Context: an optimization exercise on an open-source flow, tuned for small area, a short achievable clock period and few clock cycles. The choices shown serve that exercise and are no tape-out recipe. At most, simulation tests tie the RTL to the original design; equivalence was not proved.

Setup of the previous run:
// mmm_r2mm_2n
module mmm_r2mm_2n
#(
    parameter K = 256
)
(
    input   wire            clk     ,
    input   wire            rst_n   ,
    input   wire [K-1  :0]  x       ,
    input   wire [K-1  :0]  y       ,
    input   wire [K-1  :0]  m       ,
    input   wire            req     ,
    output  wire [K-1  :0]  res     ,
    output  reg             val     
);
Size in the first run: about 15000 cells after synthesis, roughly 1000 I/O pins, about 150000 sq um of cells after synthesis.
export LEC_CHECK = 0
export CAP_MARGIN = 20
export CELL_PAD_IN_SITES_DETAIL_PLACEMENT = 1
export CORE_MARGIN = 2
export CORE_UTILIZATION = 55
export SETUP_SLACK_MARGIN = 2
export SLEW_MARGIN = 20
export SYNTH_HIERARCHICAL = 1
export SYNTH_MINIMUM_KEEP_SIZE = 0
export TNS_END_PERCENT = 5
create_clock -name core_clock -period 30.0 [get_ports {clk}]
standard.sh (not shown) runs the stock make flow with config.mk's settings and CLKGATE_MAP_FILE= SYNTH_SCRIPT=/design/flow/synth_recipe.tcl, a recipe that flattens the netlist after the stock synthesis.
==> flow/flow/run.sh <==
#!/bin/bash
set -uo pipefail
bash standard.sh SETUP_SLACK_MARGIN=22.5 MATCH_CELL_FOOTPRINT=0 \
  'BUFFER_PORTS_ARGS=-buffer_cell sky130_fd_sc_hd__buf_2' finish > standard_flow.log 2>&1
The inputs of the current run differ from those of the previous run as listed below.
# the previous run
export LEC_CHECK = 0
export CAP_MARGIN = 20
export CELL_PAD_IN_SITES_DETAIL_PLACEMENT = 1
export CORE_MARGIN = 2
export CORE_UTILIZATION = 55
export SETUP_SLACK_MARGIN = 2
export SLEW_MARGIN = 20
export SYNTH_HIERARCHICAL = 1
export SYNTH_MINIMUM_KEEP_SIZE = 0
export TNS_END_PERCENT = 5
create_clock -name core_clock -period 30.0 [get_ports {clk}]
# the current run
export LEC_CHECK = 0
export CAP_MARGIN = 20
export CELL_PAD_IN_SITES_DETAIL_PLACEMENT = 1
export CORE_MARGIN = 2
export CORE_UTILIZATION = 55
export GPL_TIMING_DRIVEN = 0
export SETUP_SLACK_MARGIN = 2
export SLEW_MARGIN = 20
export SYNTH_HIERARCHICAL = 1
export SYNTH_MINIMUM_KEEP_SIZE = 0
export TNS_END_PERCENT = 5
create_clock -name core_clock -period 30.0 [get_ports {clk}]
- The current run vs the previous run: fmax down in the current run
- Number of multi-input combinational cells in the layout across the previous run and the current run: no real change.
- Final cell count for the current run: 7.7% up relative to the previous run
- Going from the previous run to the current run, share of the clock period used by the worst path after layout shows an increase of 0.56 points; number of non-clock buffers increased 1390; post-detailed-routing wire length has increased; actual transition at the worst max-transition pin shows a reduction of 17 ps.
- Compared the current run vs the previous run, and layout buffering overhead excluding clock cells is up in the current run.
- Number of global-route vias before repair delta for the current run relative to the previous run: 6087 higher
No run of this note included a check of the RTL's function; only the layout flow was run.


== v11 ==
Another version of the RTL of mmm_r2mm_2n (not shown whole).
Size: roughly 14000 cells after synthesis, about 1000 I/O pins, ~0.15 sq mm of cells after synthesis.
==> flow/config.mk <==
export PLATFORM = sky130hd
export DESIGN_NAME = mmm_r2mm_2n
export DESIGN_NICKNAME = mmm_r2mm_2n
export VERILOG_FILES = /design/flow/design.v
export SDC_FILE = /design/flow/constraint.sdc
export NUM_CORES = 8
export LEC_CHECK = 0
export CAP_MARGIN = 20
export CELL_PAD_IN_SITES_DETAIL_PLACEMENT = 1
export CORE_MARGIN = 2
export CORE_UTILIZATION = 55
export GPL_ROUTABILITY_DRIVEN = 0
export SETUP_SLACK_MARGIN = 2
export SLEW_MARGIN = 20
export SYNTH_HIERARCHICAL = 1
export SYNTH_MINIMUM_KEEP_SIZE = 0
export TNS_END_PERCENT = 40
==> flow/constraint.sdc <==
create_clock -name core_clock -period 30.0 [get_ports {clk}]
set_input_delay 6.0000 -clock core_clock [delete_from_list [all_inputs] [get_ports {clk}]]
set_output_delay 6.0000 -clock core_clock [all_outputs]
set_load 0.01 [all_outputs]
Scripts as last shown in full above: flow/flow/run.sh
v11: flow completed, timing, DRC and antenna clean
Testbench counts of v11, summed over its fixed seeds: cycles 34,568.
The following lists how v31 was set up differently from v11:
Settings: changing CORE_UTILIZATION from 55 to 52.
v31 completed; timing, DRC and antenna clean
Across both runs, total CTS buffers was lower for v31 than for v11.
Post-detailed-routing wire length ended up 11 mm higher on v31 than on v11.
From v11 to v31 the numbers moved as follows: slew at the pin with the worst max-slew slack dropped 0.068 ns, area of all placed cells without fillers now sits at about the same level, layout overhead on the synthesized area was more or less identical.
Changes in v15 relative to v31:
Settings: SLEW_MARGIN now 30, was 20; CORE_UTILIZATION now 55, was 52.
Compared with v31, in v15 number of placement rows dropped 6, setup slack went down by 0.055 ns.
v15 was carried through to the last stage, and its layout satisfied the timing, design-rule and antenna checks.
~same final area in v31 and v15
Inputs modified between v15 and v45:
Settings: SLEW_MARGIN: 30 -> 20; CORE_UTILIZATION: 55 -> 49.
Yr[3] as the launch point of the worst path was reported by v45, and Yr[118] by v15. Worst-case clock skew: v45 vs v15 down 0.017 ns. Relative to v15, number of cells upsized or downsized after cts has gone up in v45. Compared v15 against v45; share of the cycle needed by the critical path after routing within noise. Site row count grows by a few percent when moving from v15 to v45. v15 → v45: first-pass GRT wire length now smaller; total length of routed wires rose about 0.5%; total routing resource utilization after global routing went down.
### v45 -> v32
Settings: CORE_UTILIZATION: 49 -> 55; TNS_END_PERCENT: 40 -> 25; GPL_ROUTABILITY_DRIVEN: 0 -> unset.
- v32 against v45: area growth from synthesis to layout shows no meaningful change; final worst-path cycle share was more or less identical; CTS clock-pin slew for the worst setup and hold paths now sits at about the same level; routed wirelength normalized by instance count now sits higher.

what the ideal ports hide:
The results above use ideal ports. As a check the final layouts listed here were re-extracted and re-timed, cells and wires unchanged.
Step 1 assumes that a clkbuf_16 drives the clock port and a buf_2 every other input.
Step 2 times the ports against the registers' clock, not the clock port: input delays grow and output delays shrink by t, the midpoint of the rising clock arrivals with the driver on.
Three values: ideal, step 1, step 2; two values: the first two.
run | shift t [ns] | setup slack, ns | worst data-port slew with drivers (ns) | pins driven straight from the clock port
the previous run | 1.037 | 22.047 / 22.116 / 21.107 | 0.60 | 1
the current run | 1.067 | 21.879 / 21.977 / 20.910 | 0.71 | 1
v11 | 0.996 | 22.312 / 22.190 / 21.689 | 0.55 | 1
v31 | 0.986 | 22.350 / 22.242 / 21.607 | 0.22 | 1
v15 | 1.003 | 22.295 / 22.201 / 21.690 | 0.58 | 1
v45 | 0.992 | 22.327 / 22.216 / 21.662 | 0.51 | 1
v32 | 0.992 | 22.337 / 22.224 / 21.528 | 0.55 | 1
After both steps every run listed still meets setup and hold. The setup slack of the current run, which loses most, moves by +0.098 ns with the drivers and by -0.969 ns with both steps.
